Context: an optimization exercise on an open-source flow, tuned for small area. The choices shown serve that exercise and are no tape-out recipe.
Function was checked by simulation only, so behaviour that the tests miss may differ from the original.
Power and IR drop assume default switching activity.

==> design/flow/design.v <==
module ktoi(Ncbps,k,i);
	input wire [6:0]Ncbps;  
	input wire [6:0]k;
	output reg [7:0]i;
	always@(*)
	begin
		if (Ncbps == 7'd48)
		begin
			i = (4'd3)*(k%(5'd16)) + (k >> 4);
		end
		else if (Ncbps == 7'd96)
		begin
			i = (4'd6)*(k%(5'd16)) + (k >> 4);
		end
		else  
			i = 8'b0;
	end
endmodule
module itok(Ncbps,i,k);
	input wire [6:0]Ncbps;  
	input wire [6:0]i;
	output reg [6:0]k;  
	always@(*)
	begin
		if (Ncbps == 7'd48)
		begin
			k = (i<<4) - 47*((i<<4)/48);
		end
		else if (Ncbps == 7'd96)
		begin
			k = (i<<4) - 95*((i<<4)/96);
		end
		else  
			k = 8'b0;
	end
endmodule
module interleaver(
    input wire clk,
    input wire [4:0] B,
    input wire [1:0] e,
    input wire sig,
    input wire in,
    output reg out
    );
	wire a0 = ({e[1], e[0], B[3], B[2], B[1], B[0]} == 6'b000000) | ({e[1], e[0], B[3], B[2], B[1], B[0]} == 6'b100000) | ({e[1], e[0], B[3], B[2], B[1], B[0]} == 6'b110000) | ({e[1], e[0], B[3], B[2], B[1], B[0]} == 6'b001000) | ({e[1], e[0], B[3], B[2], B[1], B[0]} == 6'b101000) | ({e[1], e[0], B[3], B[2], B[1], B[0]} == 6'b111000) | ({e[1], e[0], B[3], B[2], B[1], B[0]} == 6'b000010) | ({e[1], e[0], B[3], B[2], B[1], B[0]} == 6'b100010) | ({e[1], e[0], B[3], B[2], B[1], B[0]} == 6'b001010) | ({e[1], e[0], B[3], B[2], B[1], B[0]} == 6'b101010) | ({e[1], e[0], B[3], B[2], B[1], B[0]} == 6'b001110) | ({e[1], e[0], B[3], B[2], B[1], B[0]} == 6'b101110) | ({e[1], e[0], B[3], B[2], B[1], B[0]} == 6'b111110) | ({e[1], e[0], B[3], B[2], B[1], B[0]} == 6'b000001) | ({e[1], e[0], B[3], B[2], B[1], B[0]} == 6'b100001) | ({e[1], e[0], B[3], B[2], B[1], B[0]} == 6'b110001) | ({e[1], e[0], B[3], B[2], B[1], B[0]} == 6'b001001) | ({e[1], e[0], B[3], B[2], B[1], B[0]} == 6'b101001) | ({e[1], e[0], B[3], B[2], B[1], B[0]} == 6'b111001) | ({e[1], e[0], B[3], B[2], B[1], B[0]} == 6'b101101) | ({e[1], e[0], B[3], B[2], B[1], B[0]} == 6'b111101) | ({e[1], e[0], B[3], B[2], B[1], B[0]} == 6'b001111) | ({e[1], e[0], B[3], B[2], B[1], B[0]} == 6'b101111) | ({e[1], e[0], B[3], B[2], B[1], B[0]} == 6'b111111);
	wire b0 = ({e[1], e[0], B[3], B[2], B[1], B[0]} == 6'b001100) | ({e[1], e[0], B[3], B[2], B[1], B[0]} == 6'b101100) | ({e[1], e[0], B[3], B[2], B[1], B[0]} == 6'b111100) | ({e[1], e[0], B[3], B[2], B[1], B[0]} == 6'b111010) | ({e[1], e[0], B[3], B[2], B[1], B[0]} == 6'b000110) | ({e[1], e[0], B[3], B[2], B[1], B[0]} == 6'b100110) | ({e[1], e[0], B[3], B[2], B[1], B[0]} == 6'b110110) | ({e[1], e[0], B[3], B[2], B[1], B[0]} == 6'b100101) | ({e[1], e[0], B[3], B[2], B[1], B[0]} == 6'b110101) | ({e[1], e[0], B[3], B[2], B[1], B[0]} == 6'b001101) | ({e[1], e[0], B[3], B[2], B[1], B[0]} == 6'b001011) | ({e[1], e[0], B[3], B[2], B[1], B[0]} == 6'b101011) | ({e[1], e[0], B[3], B[2], B[1], B[0]} == 6'b111011) | ({e[1], e[0], B[3], B[2], B[1], B[0]} == 6'b000111) | ({e[1], e[0], B[3], B[2], B[1], B[0]} == 6'b100111) | ({e[1], e[0], B[3], B[2], B[1], B[0]} == 6'b110111);
	reg [7:0] s0_1;
	reg [7:0] s0_2;
	wire s0_o1 = s0_1[7];
	wire s0_o2 = s0_2[7];
	wire s0_i1 = a0 ? in : s0_o1;
	wire s0_i2 = b0 ? in : s0_o2;
	wire s0_y = a0 ? s0_o1 : b0 ? s0_o2 : in;
	always @(posedge clk) s0_1 <= {s0_1[6:0], s0_i1};
	always @(posedge clk) s0_2 <= {s0_2[6:0], s0_i2};
	wire a1 = ({e[1], e[0], B[2], B[1], B[0]} == 5'b00000) | ({e[1], e[0], B[2], B[1], B[0]} == 5'b10000) | ({e[1], e[0], B[2], B[1], B[0]} == 5'b11000) | ({e[1], e[0], B[2], B[1], B[0]} == 5'b00010) | ({e[1], e[0], B[2], B[1], B[0]} == 5'b10010) | ({e[1], e[0], B[2], B[1], B[0]} == 5'b00110) | ({e[1], e[0], B[2], B[1], B[0]} == 5'b10110) | ({e[1], e[0], B[2], B[1], B[0]} == 5'b00001) | ({e[1], e[0], B[2], B[1], B[0]} == 5'b10001) | ({e[1], e[0], B[2], B[1], B[0]} == 5'b11001) | ({e[1], e[0], B[2], B[1], B[0]} == 5'b10101) | ({e[1], e[0], B[2], B[1], B[0]} == 5'b11101);
	wire b1 = ({e[1], e[0], B[2], B[1], B[0]} == 5'b00100) | ({e[1], e[0], B[2], B[1], B[0]} == 5'b10100) | ({e[1], e[0], B[2], B[1], B[0]} == 5'b11100) | ({e[1], e[0], B[2], B[1], B[0]} == 5'b11110) | ({e[1], e[0], B[2], B[1], B[0]} == 5'b00101) | ({e[1], e[0], B[2], B[1], B[0]} == 5'b00111) | ({e[1], e[0], B[2], B[1], B[0]} == 5'b10111) | ({e[1], e[0], B[2], B[1], B[0]} == 5'b11111);
	reg [3:0] s1_1;
	reg [3:0] s1_2;
	wire s1_o1 = s1_1[3];
	wire s1_o2 = s1_2[3];
	wire s1_i1 = a1 ? s0_y : s1_o1;
	wire s1_i2 = b1 ? s0_y : s1_o2;
	wire s1_y = a1 ? s1_o1 : b1 ? s1_o2 : s0_y;
	always @(posedge clk) s1_1 <= {s1_1[2:0], s1_i1};
	always @(posedge clk) s1_2 <= {s1_2[2:0], s1_i2};
	wire a2 = ({e[1], e[0], B[1], B[0]} == 4'b0000) | ({e[1], e[0], B[1], B[0]} == 4'b1000) | ({e[1], e[0], B[1], B[0]} == 4'b0010) | ({e[1], e[0], B[1], B[0]} == 4'b1010) | ({e[1], e[0], B[1], B[0]} == 4'b1001) | ({e[1], e[0], B[1], B[0]} == 4'b1101);
	wire b2 = ({e[1], e[0], B[1], B[0]} == 4'b1100) | ({e[1], e[0], B[1], B[0]} == 4'b0001) | ({e[1], e[0], B[1], B[0]} == 4'b1011) | ({e[1], e[0], B[1], B[0]} == 4'b1111);
	reg [1:0] s2_1;
	reg [1:0] s2_2;
	wire s2_o1 = s2_1[1];
	wire s2_o2 = s2_2[1];
	wire s2_i1 = a2 ? s1_y : s2_o1;
	wire s2_i2 = b2 ? s1_y : s2_o2;
	wire s2_y = a2 ? s2_o1 : b2 ? s2_o2 : s1_y;
	always @(posedge clk) s2_1 <= {s2_1[0:0], s2_i1};
	always @(posedge clk) s2_2 <= {s2_2[0:0], s2_i2};
	wire a3 = ({e[1], e[0], B[0]} == 3'b000) | ({e[1], e[0], B[0]} == 3'b100) | ({e[1], e[0], B[0]} == 3'b101);
	wire b3 = ({e[1], e[0], B[0]} == 3'b001) | ({e[1], e[0], B[0]} == 3'b111);
	reg [0:0] s3_1;
	reg [0:0] s3_2;
	wire s3_o1 = s3_1[0];
	wire s3_o2 = s3_2[0];
	wire s3_i1 = a3 ? s2_y : s3_o1;
	wire s3_i2 = b3 ? s2_y : s3_o2;
	wire s3_y = a3 ? s3_o1 : b3 ? s3_o2 : s2_y;
	always @(posedge clk) s3_1 <= s3_i1;
	always @(posedge clk) s3_2 <= s3_i2;
	reg [17:0] p4;
	always @(posedge clk) p4 <= {p4[16:0], s3_y};
	wire w5 = ({e[1], e[0], B[4], B[3]} == 4'b0011) | ({e[1], e[0], B[4], B[3]} == 4'b1011) | ({e[1], e[0], B[4], B[3]} == 4'b1111);
	wire g5 = w5 & ~sig;
	reg [23:0] s5_1;
	wire s5_o1 = s5_1[23];
	wire s5_i1 = g5 ? s5_o1 : p4[17];
	wire s5_y = g5 ? p4[17] : s5_o1;
	always @(posedge clk) s5_1 <= {s5_1[22:0], s5_i1};
	wire w6 = ({e[1], e[0], B[3], B[2]} == 4'b0010) | ({e[1], e[0], B[3], B[2]} == 4'b1010) | ({e[1], e[0], B[3], B[2]} == 4'b1110);
	wire g6 = w6 & ~sig;
	reg [11:0] s6_1;
	wire s6_o1 = s6_1[11];
	wire s6_i1 = g6 ? s6_o1 : s5_y;
	wire s6_y = g6 ? s5_y : s6_o1;
	always @(posedge clk) s6_1 <= {s6_1[10:0], s6_i1};
	wire w7 = ({e[1], e[0], B[2], B[1]} == 4'b0000) | ({e[1], e[0], B[2], B[1]} == 4'b1000) | ({e[1], e[0], B[2], B[1]} == 4'b1100);
	wire g7 = w7 & ~sig;
	reg [5:0] s7_1;
	wire s7_o1 = s7_1[5];
	wire s7_i1 = g7 ? s7_o1 : s6_y;
	wire s7_y = g7 ? s6_y : s7_o1;
	always @(posedge clk) s7_1 <= {s7_1[4:0], s7_i1};
	wire w8 = ({e[1], e[0], B[1], B[0]} == 4'b0000) | ({e[1], e[0], B[1], B[0]} == 4'b1000) | ({e[1], e[0], B[1], B[0]} == 4'b1100);
	wire g8 = w8 & ~sig;
	reg [2:0] s8_1;
	wire s8_o1 = s8_1[2];
	wire s8_i1 = g8 ? s8_o1 : s7_y;
	wire s8_y = g8 ? s7_y : s8_o1;
	always @(posedge clk) s8_1 <= {s8_1[1:0], s8_i1};
	reg [2:0] p9;
	always @(posedge clk) p9 <= {p9[1:0], s8_y};
	always @(posedge clk) out <= p9[2];
endmodule
module deinterleaver(
    input wire clk,
    input wire [4:0] B,
    input wire [1:0] e,
    input wire sig,
    input wire in,
    output reg out
    );
	reg [2:0] p0;
	always @(posedge clk) p0 <= {p0[1:0], in};
	wire w1 = ({e[1], e[0], B[1], B[0]} == 4'b0011) | ({e[1], e[0], B[1], B[0]} == 4'b1011) | ({e[1], e[0], B[1], B[0]} == 4'b1111);
	wire g1 = w1 & ~sig;
	reg [2:0] s1_1;
	wire s1_o1 = s1_1[2];
	wire s1_i1 = g1 ? s1_o1 : p0[2];
	wire s1_y = g1 ? p0[2] : s1_o1;
	always @(posedge clk) s1_1 <= {s1_1[1:0], s1_i1};
	wire w2 = ({e[1], e[0], B[2], B[1]} == 4'b0011) | ({e[1], e[0], B[2], B[1]} == 4'b1011) | ({e[1], e[0], B[2], B[1]} == 4'b1111);
	wire g2 = w2 & ~sig;
	reg [5:0] s2_1;
	wire s2_o1 = s2_1[5];
	wire s2_i1 = g2 ? s2_o1 : s1_y;
	wire s2_y = g2 ? s1_y : s2_o1;
	always @(posedge clk) s2_1 <= {s2_1[4:0], s2_i1};
	wire w3 = ({e[1], e[0], B[3], B[2]} == 4'b0001) | ({e[1], e[0], B[3], B[2]} == 4'b1001) | ({e[1], e[0], B[3], B[2]} == 4'b1101);
	wire g3 = w3 & ~sig;
	reg [11:0] s3_1;
	wire s3_o1 = s3_1[11];
	wire s3_i1 = g3 ? s3_o1 : s2_y;
	wire s3_y = g3 ? s2_y : s3_o1;
	always @(posedge clk) s3_1 <= {s3_1[10:0], s3_i1};
	wire w4 = ({e[1], e[0], B[4], B[3]} == 4'b0010) | ({e[1], e[0], B[4], B[3]} == 4'b1010) | ({e[1], e[0], B[4], B[3]} == 4'b1110);
	wire g4 = w4 & ~sig;
	reg [23:0] s4_1;
	wire s4_o1 = s4_1[23];
	wire s4_i1 = g4 ? s4_o1 : s3_y;
	wire s4_y = g4 ? s3_y : s4_o1;
	always @(posedge clk) s4_1 <= {s4_1[22:0], s4_i1};
	reg [13:0] p5;
	always @(posedge clk) p5 <= {p5[12:0], s4_y};
	wire a6 = ({e[1], e[0], B[0]} == 3'b010) | ({e[1], e[0], B[0]} == 3'b110) | ({e[1], e[0], B[0]} == 3'b101);
	wire b6 = ({e[1], e[0], B[0]} == 3'b000) | ({e[1], e[0], B[0]} == 3'b100) | ({e[1], e[0], B[0]} == 3'b001);
	reg [0:0] s6_1;
	reg [0:0] s6_2;
	wire s6_o1 = s6_1[0];
	wire s6_o2 = s6_2[0];
	wire s6_i1 = a6 ? p5[13] : s6_o1;
	wire s6_i2 = b6 ? p5[13] : s6_o2;
	wire s6_y = a6 ? s6_o1 : b6 ? s6_o2 : p5[13];
	always @(posedge clk) s6_1 <= s6_i1;
	always @(posedge clk) s6_2 <= s6_i2;
	wire a7 = ({e[1], e[0], B[1], B[0]} == 4'b0110) | ({e[1], e[0], B[1], B[0]} == 4'b1110) | ({e[1], e[0], B[1], B[0]} == 4'b1001) | ({e[1], e[0], B[1], B[0]} == 4'b0101) | ({e[1], e[0], B[1], B[0]} == 4'b1101) | ({e[1], e[0], B[1], B[0]} == 4'b0011);
	wire b7 = ({e[1], e[0], B[1], B[0]} == 4'b0000) | ({e[1], e[0], B[1], B[0]} == 4'b1000) | ({e[1], e[0], B[1], B[0]} == 4'b0100) | ({e[1], e[0], B[1], B[0]} == 4'b1100) | ({e[1], e[0], B[1], B[0]} == 4'b0010) | ({e[1], e[0], B[1], B[0]} == 4'b1010) | ({e[1], e[0], B[1], B[0]} == 4'b0001);
	reg [1:0] s7_1;
	reg [1:0] s7_2;
	wire s7_o1 = s7_1[1];
	wire s7_o2 = s7_2[1];
	wire s7_i1 = a7 ? s6_y : s7_o1;
	wire s7_i2 = b7 ? s6_y : s7_o2;
	wire s7_y = a7 ? s7_o1 : b7 ? s7_o2 : s6_y;
	always @(posedge clk) s7_1 <= {s7_1[0:0], s7_i1};
	always @(posedge clk) s7_2 <= {s7_2[0:0], s7_i2};
	wire a8 = ({e[1], e[0], B[2], B[1], B[0]} == 5'b00010) | ({e[1], e[0], B[2], B[1], B[0]} == 5'b10010) | ({e[1], e[0], B[2], B[1], B[0]} == 5'b01110) | ({e[1], e[0], B[2], B[1], B[0]} == 5'b11110) | ({e[1], e[0], B[2], B[1], B[0]} == 5'b10001) | ({e[1], e[0], B[2], B[1], B[0]} == 5'b01001) | ({e[1], e[0], B[2], B[1], B[0]} == 5'b11001) | ({e[1], e[0], B[2], B[1], B[0]} == 5'b00111) | ({e[1], e[0], B[2], B[1], B[0]} == 5'b10111) | ({e[1], e[0], B[2], B[1], B[0]} == 5'b01111) | ({e[1], e[0], B[2], B[1], B[0]} == 5'b11111);
	wire b8 = ({e[1], e[0], B[2], B[1], B[0]} == 5'b00000) | ({e[1], e[0], B[2], B[1], B[0]} == 5'b10000) | ({e[1], e[0], B[2], B[1], B[0]} == 5'b01000) | ({e[1], e[0], B[2], B[1], B[0]} == 5'b11000) | ({e[1], e[0], B[2], B[1], B[0]} == 5'b00100) | ({e[1], e[0], B[2], B[1], B[0]} == 5'b10100) | ({e[1], e[0], B[2], B[1], B[0]} == 5'b01100) | ({e[1], e[0], B[2], B[1], B[0]} == 5'b11100) | ({e[1], e[0], B[2], B[1], B[0]} == 5'b00110) | ({e[1], e[0], B[2], B[1], B[0]} == 5'b10110) | ({e[1], e[0], B[2], B[1], B[0]} == 5'b00001) | ({e[1], e[0], B[2], B[1], B[0]} == 5'b00101) | ({e[1], e[0], B[2], B[1], B[0]} == 5'b10101) | ({e[1], e[0], B[2], B[1], B[0]} == 5'b01101) | ({e[1], e[0], B[2], B[1], B[0]} == 5'b11101);
	reg [3:0] s8_1;
	reg [3:0] s8_2;
	wire s8_o1 = s8_1[3];
	wire s8_o2 = s8_2[3];
	wire s8_i1 = a8 ? s7_y : s8_o1;
	wire s8_i2 = b8 ? s7_y : s8_o2;
	wire s8_y = a8 ? s8_o1 : b8 ? s8_o2 : s7_y;
	always @(posedge clk) s8_1 <= {s8_1[2:0], s8_i1};
	always @(posedge clk) s8_2 <= {s8_2[2:0], s8_i2};
	wire a9 = ({e[1], e[0], B[3], B[2], B[1], B[0]} == 6'b001000) | ({e[1], e[0], B[3], B[2], B[1], B[0]} == 6'b101000) | ({e[1], e[0], B[3], B[2], B[1], B[0]} == 6'b011000) | ({e[1], e[0], B[3], B[2], B[1], B[0]} == 6'b111000) | ({e[1], e[0], B[3], B[2], B[1], B[0]} == 6'b000010) | ({e[1], e[0], B[3], B[2], B[1], B[0]} == 6'b100010) | ({e[1], e[0], B[3], B[2], B[1], B[0]} == 6'b010010) | ({e[1], e[0], B[3], B[2], B[1], B[0]} == 6'b110010) | ({e[1], e[0], B[3], B[2], B[1], B[0]} == 6'b010110) | ({e[1], e[0], B[3], B[2], B[1], B[0]} == 6'b110110) | ({e[1], e[0], B[3], B[2], B[1], B[0]} == 6'b100001) | ({e[1], e[0], B[3], B[2], B[1], B[0]} == 6'b010001) | ({e[1], e[0], B[3], B[2], B[1], B[0]} == 6'b110001) | ({e[1], e[0], B[3], B[2], B[1], B[0]} == 6'b001001) | ({e[1], e[0], B[3], B[2], B[1], B[0]} == 6'b000011) | ({e[1], e[0], B[3], B[2], B[1], B[0]} == 6'b100011) | ({e[1], e[0], B[3], B[2], B[1], B[0]} == 6'b010011) | ({e[1], e[0], B[3], B[2], B[1], B[0]} == 6'b110011) | ({e[1], e[0], B[3], B[2], B[1], B[0]} == 6'b000111) | ({e[1], e[0], B[3], B[2], B[1], B[0]} == 6'b100111) | ({e[1], e[0], B[3], B[2], B[1], B[0]} == 6'b010111) | ({e[1], e[0], B[3], B[2], B[1], B[0]} == 6'b110111);
	wire b9 = ({e[1], e[0], B[3], B[2], B[1], B[0]} == 6'b000000) | ({e[1], e[0], B[3], B[2], B[1], B[0]} == 6'b100000) | ({e[1], e[0], B[3], B[2], B[1], B[0]} == 6'b010000) | ({e[1], e[0], B[3], B[2], B[1], B[0]} == 6'b110000) | ({e[1], e[0], B[3], B[2], B[1], B[0]} == 6'b000100) | ({e[1], e[0], B[3], B[2], B[1], B[0]} == 6'b100100) | ({e[1], e[0], B[3], B[2], B[1], B[0]} == 6'b010100) | ({e[1], e[0], B[3], B[2], B[1], B[0]} == 6'b110100) | ({e[1], e[0], B[3], B[2], B[1], B[0]} == 6'b001100) | ({e[1], e[0], B[3], B[2], B[1], B[0]} == 6'b101100) | ({e[1], e[0], B[3], B[2], B[1], B[0]} == 6'b011100) | ({e[1], e[0], B[3], B[2], B[1], B[0]} == 6'b111100) | ({e[1], e[0], B[3], B[2], B[1], B[0]} == 6'b000110) | ({e[1], e[0], B[3], B[2], B[1], B[0]} == 6'b100110) | ({e[1], e[0], B[3], B[2], B[1], B[0]} == 6'b001110) | ({e[1], e[0], B[3], B[2], B[1], B[0]} == 6'b101110) | ({e[1], e[0], B[3], B[2], B[1], B[0]} == 6'b011110) | ({e[1], e[0], B[3], B[2], B[1], B[0]} == 6'b111110) | ({e[1], e[0], B[3], B[2], B[1], B[0]} == 6'b000001) | ({e[1], e[0], B[3], B[2], B[1], B[0]} == 6'b000101) | ({e[1], e[0], B[3], B[2], B[1], B[0]} == 6'b100101) | ({e[1], e[0], B[3], B[2], B[1], B[0]} == 6'b010101) | ({e[1], e[0], B[3], B[2], B[1], B[0]} == 6'b110101) | ({e[1], e[0], B[3], B[2], B[1], B[0]} == 6'b001101) | ({e[1], e[0], B[3], B[2], B[1], B[0]} == 6'b101101) | ({e[1], e[0], B[3], B[2], B[1], B[0]} == 6'b011101) | ({e[1], e[0], B[3], B[2], B[1], B[0]} == 6'b111101) | ({e[1], e[0], B[3], B[2], B[1], B[0]} == 6'b001111) | ({e[1], e[0], B[3], B[2], B[1], B[0]} == 6'b101111) | ({e[1], e[0], B[3], B[2], B[1], B[0]} == 6'b011111) | ({e[1], e[0], B[3], B[2], B[1], B[0]} == 6'b111111);
	reg [7:0] s9_1;
	reg [7:0] s9_2;
	wire s9_o1 = s9_1[7];
	wire s9_o2 = s9_2[7];
	wire s9_i1 = a9 ? s8_y : s9_o1;
	wire s9_i2 = b9 ? s8_y : s9_o2;
	wire s9_y = a9 ? s9_o1 : b9 ? s9_o2 : s8_y;
	always @(posedge clk) s9_1 <= {s9_1[6:0], s9_i1};
	always @(posedge clk) s9_2 <= {s9_2[6:0], s9_i2};
	reg [3:0] p10;
	always @(posedge clk) p10 <= {p10[2:0], s9_y};
	always @(posedge clk) out <= p10[3];
endmodule
module wlan_interleaver_top(
    input wire clk,
    input wire reset,
    input wire il_in,
    output wire il_out,
    input wire dil_in,
    output wire dil_out
    );
	reg [4:0] B;
	reg [1:0] e;
	always @(posedge clk or negedge reset)
	begin
		if (!reset)
		begin
			B <= 5'd8;
			e <= 2'd0;
		end
		else if (e == 2'd3)
		begin
			B <= B + 5'd1;
			e <= 2'd0;
		end
		else if (e == 2'd0)
			e <= 2'd2;
		else
			e <= 2'd3;
	end
	reg sig_dl, sig_il;
	always @(posedge clk or negedge reset)
	begin
		if (!reset)
		begin
			sig_dl <= 1'b1;
			sig_il <= 1'b1;
		end
		else
		begin
			if (B[3] && B[4])
				sig_dl <= 1'b0;
			if (!sig_dl && B[0] && B[2] && !B[3] && B[4])
				sig_il <= 1'b0;
		end
	end
	interleaver u_il (
		.clk(clk),
		.B(B),
		.e(e),
		.sig(sig_il),
		.in(il_in),
		.out(il_out)
	);
	deinterleaver u_dil (
		.clk(clk),
		.B(B),
		.e(e),
		.sig(sig_dl),
		.in(dil_in),
		.out(dil_out)
	);
endmodule
==> design/flow/run.sh <==
#!/bin/bash
# synth_recipe.tcl (not shown) runs the flow's synth.tcl, then flattens the netlist and writes it again
# the make line also repeats each setting of config.mk as NAME=value (left out here)
make -C /OpenROAD-flow-scripts/flow DESIGN_CONFIG=/design/flow/config.mk WORK_HOME=/design/flow/orfs CLKGATE_MAP_FILE= SYNTH_SCRIPT=/design/flow/synth_recipe.tcl finish
==> design/flow/config.mk <==
export PLATFORM = sky130hd
export DESIGN_NAME = wlan_interleaver_top
export DESIGN_NICKNAME = wlan_interleaver_top
export VERILOG_FILES = /design/flow/design.v
export SDC_FILE = /design/flow/constraint.sdc
export NUM_CORES = 4
export LEC_CHECK = 0
export ABC_AREA = 1
export CAP_MARGIN = 20
export CORE_MARGIN = 2
export CORE_UTILIZATION = 40
export CTS_BUF_LIST = sky130_fd_sc_hd__clkbuf_4
export CTS_CLUSTER_DIAMETER = 50
export CTS_CLUSTER_SIZE = 10
export SLEW_MARGIN = 20
==> design/flow/constraint.sdc <==
create_clock -name core_clock -period 25.0 [get_ports {clk}]
set_input_delay 5.0000 -clock core_clock [delete_from_list [all_inputs] [get_ports {clk}]]
set_output_delay 5.0000 -clock core_clock [all_outputs]
set_load 0.01 [all_outputs]
==> flow_metrics.env, run 1 <==
export IMPL_via_count=3100
export IMPL_fin_skew_ns=0.0142
export IMPL_worst_setup_path_start_kind="flop"
export IMPL_post_drt_wl_per_cell_um=11.6
export IMPL_h_tree_depth=1
export IMPL_grt_max_degree=17
export IMPL_share_seq_of_total_power_pct=68.3
export IMPL_drt_total_wl_mm=8.07
export IMPL_path_buf_inv=1
export IMPL_holdPathEnd="u_dil.s3_1[9]$_DFF_P_"
export IMPL_max_freq_mhz=156
export IMPL_peakVddDrop_mv=0.0538
export IMPL_finalMaxSlewViolations=0
export IMPL_grt_pass1_vias=2952
export IMPL_p_leak_nw=2.69
export IMPL_ys_ff_latch=203
export IMPL_grt_usage_pct=11.4
export IMPL_ys_warn_count=3
export IMPL_nFillCells=1345
export IMPL_cp_cell_sequence="clkdlybuf4s50_1"
export IMPL_synth_nets=496
export IMPL_rsz0062_at_grt="false"
export IMPL_hold_path_cell_count=0
export IMPL_drv_cap=0
export IMPL_critPathMaxStageDelay_ns=0.52
export IMPL_post_cts_buffers=0
export IMPL_final_nets=520
export IMPL_synth_cells_most_frequent="190 x dfxtp_1, 79 x nand2_1, 41 x inv_1, 41 x nor2_1, 25 x o21ai_0"
export IMPL_pwr_share_clk_pct=31.3
export IMPL_fp_dieW_um=122
export IMPL_finalCritPeriodShare_pct=25.7
export IMPL_cp_top_family="buffers and inverters"
export IMPL_hold_viol=0
export IMPL_hold_class="flop to flop"
export IMPL_rows=43
export IMPL_worstHoldStart="u_dil.s3_1[8]$_DFF_P_"
export IMPL_num_io_pins=6
export IMPL_grt_pass1_wl_mm=13.7
export IMPL_cts_root_buf="clkbuf_4"
export IMPL_cts_sinks=203
export IMPL_synth_cells=484
export IMPL_power_density_nw_per_um2=81.4
export IMPL_synth_top_cell_by_area="dfxtp_1"
export IMPL_die_h_um=122
export IMPL_crit_cells=1
export IMPL_ys_flop_type="dfxtp_1"
export IMPL_dieArea_um2=14800
export IMPL_clkTransAtPathRegs_ns=0.10
export IMPL_ys_types=35
export IMPL_rr_worst_depth=13
export IMPL_dr_pass1_iters=5
export IMPL_gp_congestion=0.881
export IMPL_async_flop_share_pct=4.43
export IMPL_coreArea_um2=13700
export IMPL_path_class="flop to output port"
export IMPL_drive_above_1_share_pct=11.5
export IMPL_min_period_ns=6.43
export IMPL_antenna_found_initial=0
export IMPL_synth_edf_count=4
export IMPL_synth_seq_area_share_pct=74.8
export IMPL_dp_cells=661
export IMPL_status="timing/DRC/antenna clean"
export IMPL_overflow=0
export IMPL_layoutNonFillerInstCount=694
export IMPL_detailedRoute_firstIterationViolations=144
export IMPL_rrSetupSlack_ns=22.37
export IMPL_syn_avg_cell_area_um2=11.5
export IMPL_clock_latency_ns=0.59
export IMPL_drc=0
export IMPL_tightest_slew_ns=0.630
export IMPL_hold_buffers=0
export IMPL_slowest_stage="clkdlybuf4s50_1"
export IMPL_crit_start="u_il.out$_DFF_P_"
export IMPL_via_per_inst=4.47
export IMPL_r2r_end="u_il.p9[0]$_DFF_P_"
export IMPL_maxSlewHeadroom_pct=58.0
export IMPL_seqCellArea_um2=4150
export IMPL_p_int_mw=0.390
export IMPL_fin_tns_setup_ns=0
export IMPL_synth_area_um2=5550
export IMPL_path_max_fanout=1
export IMPL_drt_antenna_violating_nets=0
export IMPL_required_ns=20.00
export IMPL_cts_tree="yes"
export IMPL_switching_power_mw=0.0995
export IMPL_multiInputGateArea_um2=1160
export IMPL_synth_most_common_cell="dfxtp_1"
export IMPL_final_setup_viol_count=0
export IMPL_crit_path_end_kind="output port"
export IMPL_cts_buffer_depth=3
export IMPL_diodes=0
export IMPL_pwr_share_comb_pct=0.5
export IMPL_reg2reg_from="e[1]$_DFF_PN0_"
export IMPL_numCtsBuffers=25
export IMPL_p_sw_share_pct=20.3
export IMPL_io_buffers=5
export IMPL_cp_arrival_ns=1.43
export IMPL_synth_area_top_cells="dfxtp_1 69%, nand2_1 5.3%, inv_1 2.8%"
export IMPL_post_cts_resized=0
export IMPL_syn_to_final_growth_pct=8.32
export IMPL_synth_top_area_share_pct=68.5
export IMPL_start_util_pct=40.5
export IMPL_dp_hpwl_mm=5.18
## cells in the final DEF, fill, tap and decap left out
cell             instances
inv_6                    2
nor2_4                   2
nand3_1                 18
a22oi_1                  1
or2_4                    1
o22ai_1                  1
o21a_1                   2
a31o_2                   1
nor2_1                  41
inv_2                    3
nor3_1                   2
nor2_2                   3
dfxtp_1                190
nand4_1                  3
xor2_1                   3
inv_4                    2
o21ai_2                  3
dfstp_2                  3
ha_1                     8
a31oi_1                  6
nand2_2                  3
o21ai_1                  7
a2111oi_2                1
a21oi_2                  1
clkdlybuf4s50_1          5
clkbuf_4                30
o21ai_0                 25
a221oi_1                 1
o211ai_1                 2
edfxtp_1                 4
nand2_1                 79
inv_1                   41
a21oi_1                 10
dfrtp_1                  6
nand3_2                  4
## kinds of logic (layout without fill, tap and decap cells)
group / after synthesis / count (layout) / share of synthesized area (%)
and+or+nand+nor: 156 / 156 / 12.2
xor gates and xnor gates: 3 / 3 / 0.473
adders and majority gates: 8 / 8 / 1.80
buffers and inverters: 53 / 83 / 4.22
DFF: 203 / 203 / 74.8
AOI/OAI and AO/OA: 61 / 61 / 6.47
## worst max path at each step
stage | to | slack [ns]
3_3_place_gp | u_il.s3_1$_DFFE_PP_ | 18.71
3_5_place_dp | u_il.s3_1$_DFFE_PP_ | 18.67
4_1_cts | dil_out | 18.51
2_1_floorplan | u_il.s3_1$_DFFE_PP_ | 19.21
5_1_grt | il_out | 18.43
6_report | il_out | 18.57
## per-layer routing
metal	routed length (µm)	part of all wire (%)	vias to the layer above	GRT usage, %
met5	0	0	-	0
met4	257	3.2	0	4.17
met3	441	5.5	25	3.04
met2	3340	41	72	16.4
met1	4030	50	1421	16.4
li1	-	-	1582	-
## per-stage QoR
step	power [mW]	util, %	cell area, µm²	hold WS [ns]	worst slack, ns
after global placement	0.344	42.0	5770	0.310	18.71
after global routing	0.514	43.8	6010	0.319	18.43
final	0.489	43.8	6010	0.322	18.57
after detailed placement	0.344	42.0	5770	0.312	18.67
after CTS	0.499	43.8	6010	0.324	18.51
after floorplan	0.342	-	5550	0.310	19.21
## state kept, by name, summed over array words and instances (netlist names), 4 cells and up
register and cells:
B 5, u_dil.p10 4, u_dil.p5 14, u_dil.s2_1 6, u_dil.s3_1 12, u_dil.s4_1 24, u_dil.s8_1 4, u_dil.s8_2 4
u_dil.s9_1 8, u_dil.s9_2 8, u_il.p4 18, u_il.s0_1 8, u_il.s0_2 8, u_il.s1_1 4, u_il.s1_2 4, u_il.s5_1 24
u_il.s6_1 12, u_il.s7_1 6
## layout make-up
type / count / area share [%]
Inverter: 45 / 2.89
Timing Repair Buffer: 5 / 0.832
Sequential cell: 203 / 69.1
Clock inverter: 3 / 0.354
Clock buffer: 30 / 3.75
Multi-Input combinational cell: 228 / 19.4
Tap cell: 180 / 3.75
## power by group through the flow
stage	Combinational, mW	Sequential (mW)	Clock (mW)
6_report	0.00240	0.334	0.153
5_1_grt	0.00280	0.335	0.176
4_1_cts	0.00246	0.334	0.162
3_5_place_dp	0.00243	0.341	0
3_3_place_gp	0.00235	0.341	0
2_1_floorplan	0.00147	0.341	0
==> inputs of run 2 (changes only) <==
==> design/flow/flow/run.sh (new file) <==
#!/bin/bash
# Own layout flow: the standard layout (standard.sh), run with a copy of
# the ORFS scripts in which only the ABC area script differs (pure area
# mapping, no buffering or gate upsizing for ABC's picosecond-read clock
# period); port buffers are the smallest buffer, and CTS uses clkbuf_4 and
# no dummy loads. Each step's full output goes to a log file here.
set -euo pipefail
W=$(pwd)
rm -rf "$W/own_scripts"
cp -r "$FLOW_HOME/scripts" "$W/own_scripts"
cp "$W/flow/abc_area.script" "$W/own_scripts/abc_area.script"
ARGS=(
  "SCRIPTS_DIR=$W/own_scripts"
  "BUFFER_PORTS_ARGS=-buffer_cell sky130_fd_sc_hd__buf_1"
  "CTS_ARGS=-sink_clustering_enable -repair_clock_nets -sink_clustering_size 10 -sink_clustering_max_diameter 50 -buf_list sky130_fd_sc_hd__clkbuf_4 -dont_use_dummy_load"
)
bash standard.sh "${ARGS[@]}" synth > "$W/log_synth.txt" 2>&1
bash standard.sh "${ARGS[@]}" finish > "$W/log_layout.txt" 2>&1
test -f "$W/out/final.def"
==> design/flow/flow/abc_area.script (new file) <==
strash
ifraig
scorr
dc2
strash
dch -f
amap
topo
==> design/flow/standard.sh (new file) <==
#!/bin/bash
# synth_recipe.tcl (not shown) runs the flow's synth.tcl, then flattens the netlist and writes it again
# the make line also repeats each setting of config.mk as NAME=value (left out here)
make -C /OpenROAD-flow-scripts/flow DESIGN_CONFIG=/design/flow/config.mk WORK_HOME=/design/flow/orfs CLKGATE_MAP_FILE= SYNTH_SCRIPT=/design/flow/synth_recipe.tcl "${@:-finish}"
removed: design/flow/run.sh
==> run 2 against run 1 <==
Net effect:
- still clean
- die area decreased by 5.1%
- non-clock buffer count is the same
- power decreased by 4.3%
- fmax rose by 5.4%
- worst setup slack gained 0.33 ns
- sequential cell count unchanged
- critical path type is now primary input to flop
- highest routed layer unchanged
==> flow_metrics.env, run 2 <==
export IMPL_synth_edf_count=4
export IMPL_pwr_share_comb_pct=0.5
export IMPL_worst_slack_ns=18.90
export IMPL_cts_root_buf="clkbuf_4"
export IMPL_synth_top_area_share_pct=72.4
export IMPL_post_cts_buffers=0
export IMPL_synth_cells=415
export IMPL_max_freq_mhz=164
export IMPL_drt_total_wl_mm=7.79
export IMPL_worst_setup_path_start_kind="primary input"
export IMPL_fp_dieW_um=119
export IMPL_io_buffers=5
export IMPL_fin_skew_ns=0.0540
export IMPL_diodes=0
export IMPL_final_setup_viol_count=0
export IMPL_grt_pass1_vias=2836
export IMPL_finalMaxSlewViolations=0
export IMPL_maxSlewHeadroom_pct=47.8
export IMPL_synth_area_um2=5260
export IMPL_required_ns=25.52
export IMPL_grt_usage_pct=11.8
export IMPL_ys_flop_type="dfxtp_1"
export IMPL_gp_congestion=0.907
export IMPL_synth_top_cell_by_area="dfxtp_1"
export IMPL_cts_sinks=203
export IMPL_detailedRoute_firstIterationViolations=215
export IMPL_min_period_ns=6.10
export IMPL_grt_pass1_wl_mm=13.5
export IMPL_clock_latency_ns=0.59
export IMPL_peakVddDrop_mv=0.0495
export IMPL_finalCritPeriodShare_pct=24.4
export IMPL_final_nets=458
export IMPL_reg_top3="u_dil.s4_1: 24 flops, u_il.s5_1: 24 flops, u_il.p4: 18 flops"
export IMPL_post_cts_resized=0
export IMPL_num_io_pins=6
export IMPL_synth_seq_area_share_pct=79.0
export IMPL_ys_warn_count=3
export IMPL_fin_tns_setup_ns=0
export IMPL_nFillCells=1222
export IMPL_via_per_inst=4.59
export IMPL_drive_above_1_share_pct=6.08
export IMPL_synth_area_top_cells="dfxtp_1 72%, nor2_1 3.3%, clkinv_1 3.1%"
export IMPL_critPathMaxStageDelay_ns=0.37
export IMPL_mostFrequentLayoutCells="190 x dfxtp_1, 46 x nor2_1, 44 x clkinv_1"
export IMPL_cts_buffer_depth=3
export IMPL_tightest_slew_ns=0.774
export IMPL_rsz0062_at_grt="false"
export IMPL_drt_antenna_violating_nets=0
export IMPL_ys_types=27
export IMPL_syn_avg_cell_area_um2=12.7
export IMPL_share_seq_of_total_power_pct=71.3
export IMPL_coreArea_um2=12700
export IMPL_syn_to_final_growth_pct=7.88
export IMPL_p_int_mw=0.377
export IMPL_synth_nets=427
export IMPL_dr_pass1_iters=4
export IMPL_via_count=2830
export IMPL_rrSetupSlack_ns=21.26
export IMPL_dp_hpwl_mm=5.15
export IMPL_numCtsBuffers=24
export IMPL_path_max_fanout=3
export IMPL_switching_power_mw=0.0909
export IMPL_cp_arrival_ns=6.62
export IMPL_clkTransAtPathRegs_ns=0.10
export IMPL_dp_slack_ns=18.29
export IMPL_grt_max_degree=14
export IMPL_hold_viol=0
export IMPL_final_common_cell="dfxtp_1"
export IMPL_cts_tree="yes"
export IMPL_die_h_um=119
export IMPL_hold_class="flop to flop"
export IMPL_power_density_nw_per_um2=82.6
export IMPL_start_util_pct=41.3
export IMPL_cp_cell_sequence="buf_1, clkinv_1, nor2_1, a21oi_1, o22ai_1, o221ai_1, o21ai_0, nor2_1, o32ai_1, o221ai_1, o21ai_0"
export IMPL_drc=0
export IMPL_drv_cap=0
export IMPL_rows=41
export IMPL_path_class="primary input to flop"
export IMPL_synth_cells_most_frequent="190 x dfxtp_1, 46 x nor2_1, 44 x clkinv_1"
export IMPL_h_tree_depth=1
export IMPL_fin_total_pwr_mw=0.468
export IMPL_post_drt_wl_per_cell_um=12.6
export IMPL_antenna_found_initial=0
export IMPL_async_flop_share_pct=4.43
export IMPL_p_sw_share_pct=19.4
export IMPL_hold_buffers=0
export IMPL_crit_path_end_kind="flop"
export IMPL_pwr_share_clk_pct=28.2
export IMPL_slowest_stage="o32ai_1"
export IMPL_status="timing/DRC/antenna clean"
export IMPL_overflow=0
export IMPL_dieArea_um2=14100
export IMPL_synth_most_common_cell="dfxtp_1"
export IMPL_p_leak_nw=2.24
export IMPL_ys_ff_latch=203
run 2: cell types whose count changed after synthesis, moves of 6 or more:
cell / delta
o221ai_1: +6
a21oi_1: +16
o22ai_1: +11
nand2_1: -62
o21ai_0: -6
nand3_1: -18
clkinv_1: +44
inv_1: -41
o21ai_1: -7
run 2: per-stage QoR:
step                hold WS, ns  std cells  cell area, µm²  util, %
floorplan                 0.310        415            5260        -
global placement          0.310        592            5490     43.1
detailed placement        0.312        592            5490     43.1
CTS                       0.279        616            5670     44.6
global route              0.275        616            5670     44.6
finish                    0.279        616            5670     44.6
run 2: cell type report:
class	instances	area [µm²]	share of cell area, %
multi-input combinational	168	937	16.5
tap	172	215	3.80
sequential	203	4150	73.3
clock buffer	24	180	3.18
timing repair buffer	5	18.8	0.331
inverter	44	165	2.91
run 2: cells by family (layout without fill, tap and decap cells):
logic type | Yosys count | after routing | share of synthesized area, %
AOI/OAI and AO/OA | 84 | 84 | 10.0
adders and majority gates | 8 | 8 | 1.90
buffers and inverters | 44 | 73 | 3.14
DFF | 203 | 203 | 79.0
and+or+nand+nor | 76 | 76 | 5.90
run 2: critical path, delay by kind of cell:
kind,cells,cell delay (ns)
AO/OA/AOI/OAI,7,1.25
buffers and inverters,2,0.16
AND/OR/NAND/NOR,2,0.20
run 2: worst paths after layout:
check,start,endpoint,depth (start not counted)
max in group asynchronous,reset,e[0]$_DFF_PN0_,1
min in group asynchronous,reset,e[1]$_DFF_PN0_,1
max reg2reg,B[2]$_DFFE_PN0P_,u_il.p4[0]$_DFF_P_,14
min reg2reg,u_dil.p0[0]$_DFF_P_,u_dil.p0[1]$_DFF_P_,0
max,il_in,u_il.p4[0]$_DFF_P_,11
min,u_dil.p0[0]$_DFF_P_,u_dil.p0[1]$_DFF_P_,0
run 2: per-layer routing:
metal / GRT usage, % / up-vias / wire length (µm) / share of wire [%]
li1: - / 1443 / - / -
met1: 16.2 / 1310 / 3910 / 50
met2: 17.3 / 57 / 3260 / 42
met3: 3.47 / 20 / 379 / 4.9
met4: 4.61 / 0 / 229 / 2.9
met5: 0 / - / 0 / 0
run 2: power groups by stage:
stage          Clock (mW)  Combinational (mW)  Sequential (mW)
3_5_place_dp            0             0.00216            0.341
4_1_cts             0.141             0.00217            0.334
3_3_place_gp            0             0.00206            0.341
5_1_grt             0.156             0.00252            0.335
2_1_floorplan           0             0.00144            0.341
6_report            0.132             0.00214            0.334

[what the ideal ports hide]
The results above use ideal ports. As a check the final layouts listed here were re-extracted and re-timed, cells and wires unchanged. Step 1 assumes that a clkbuf_16 drives the clock port and a buf_2 every other input. Step 2 moves the port delays by t, midway between the first and last clock arrival at a register: inputs arrive t later, outputs are due t later. That takes back most of the time a late clock gives input paths. Three values: ideal ports, drivers, drivers and shift; two values: the first two.
run	t, ns	setup slack, ns	latest minus earliest clock arrival (ns)
run 1	0.612	18.572 / 18.541 / 18.680	0.018 / 0.018
run 2	0.599	18.904 / 18.911 / 18.312	0.055 / 0.054
After both steps setup and hold are still met in every run listed. For run 2, which loses most, drivers alone change the setup slack by +0.007 ns; drivers and shift together by -0.592 ns.
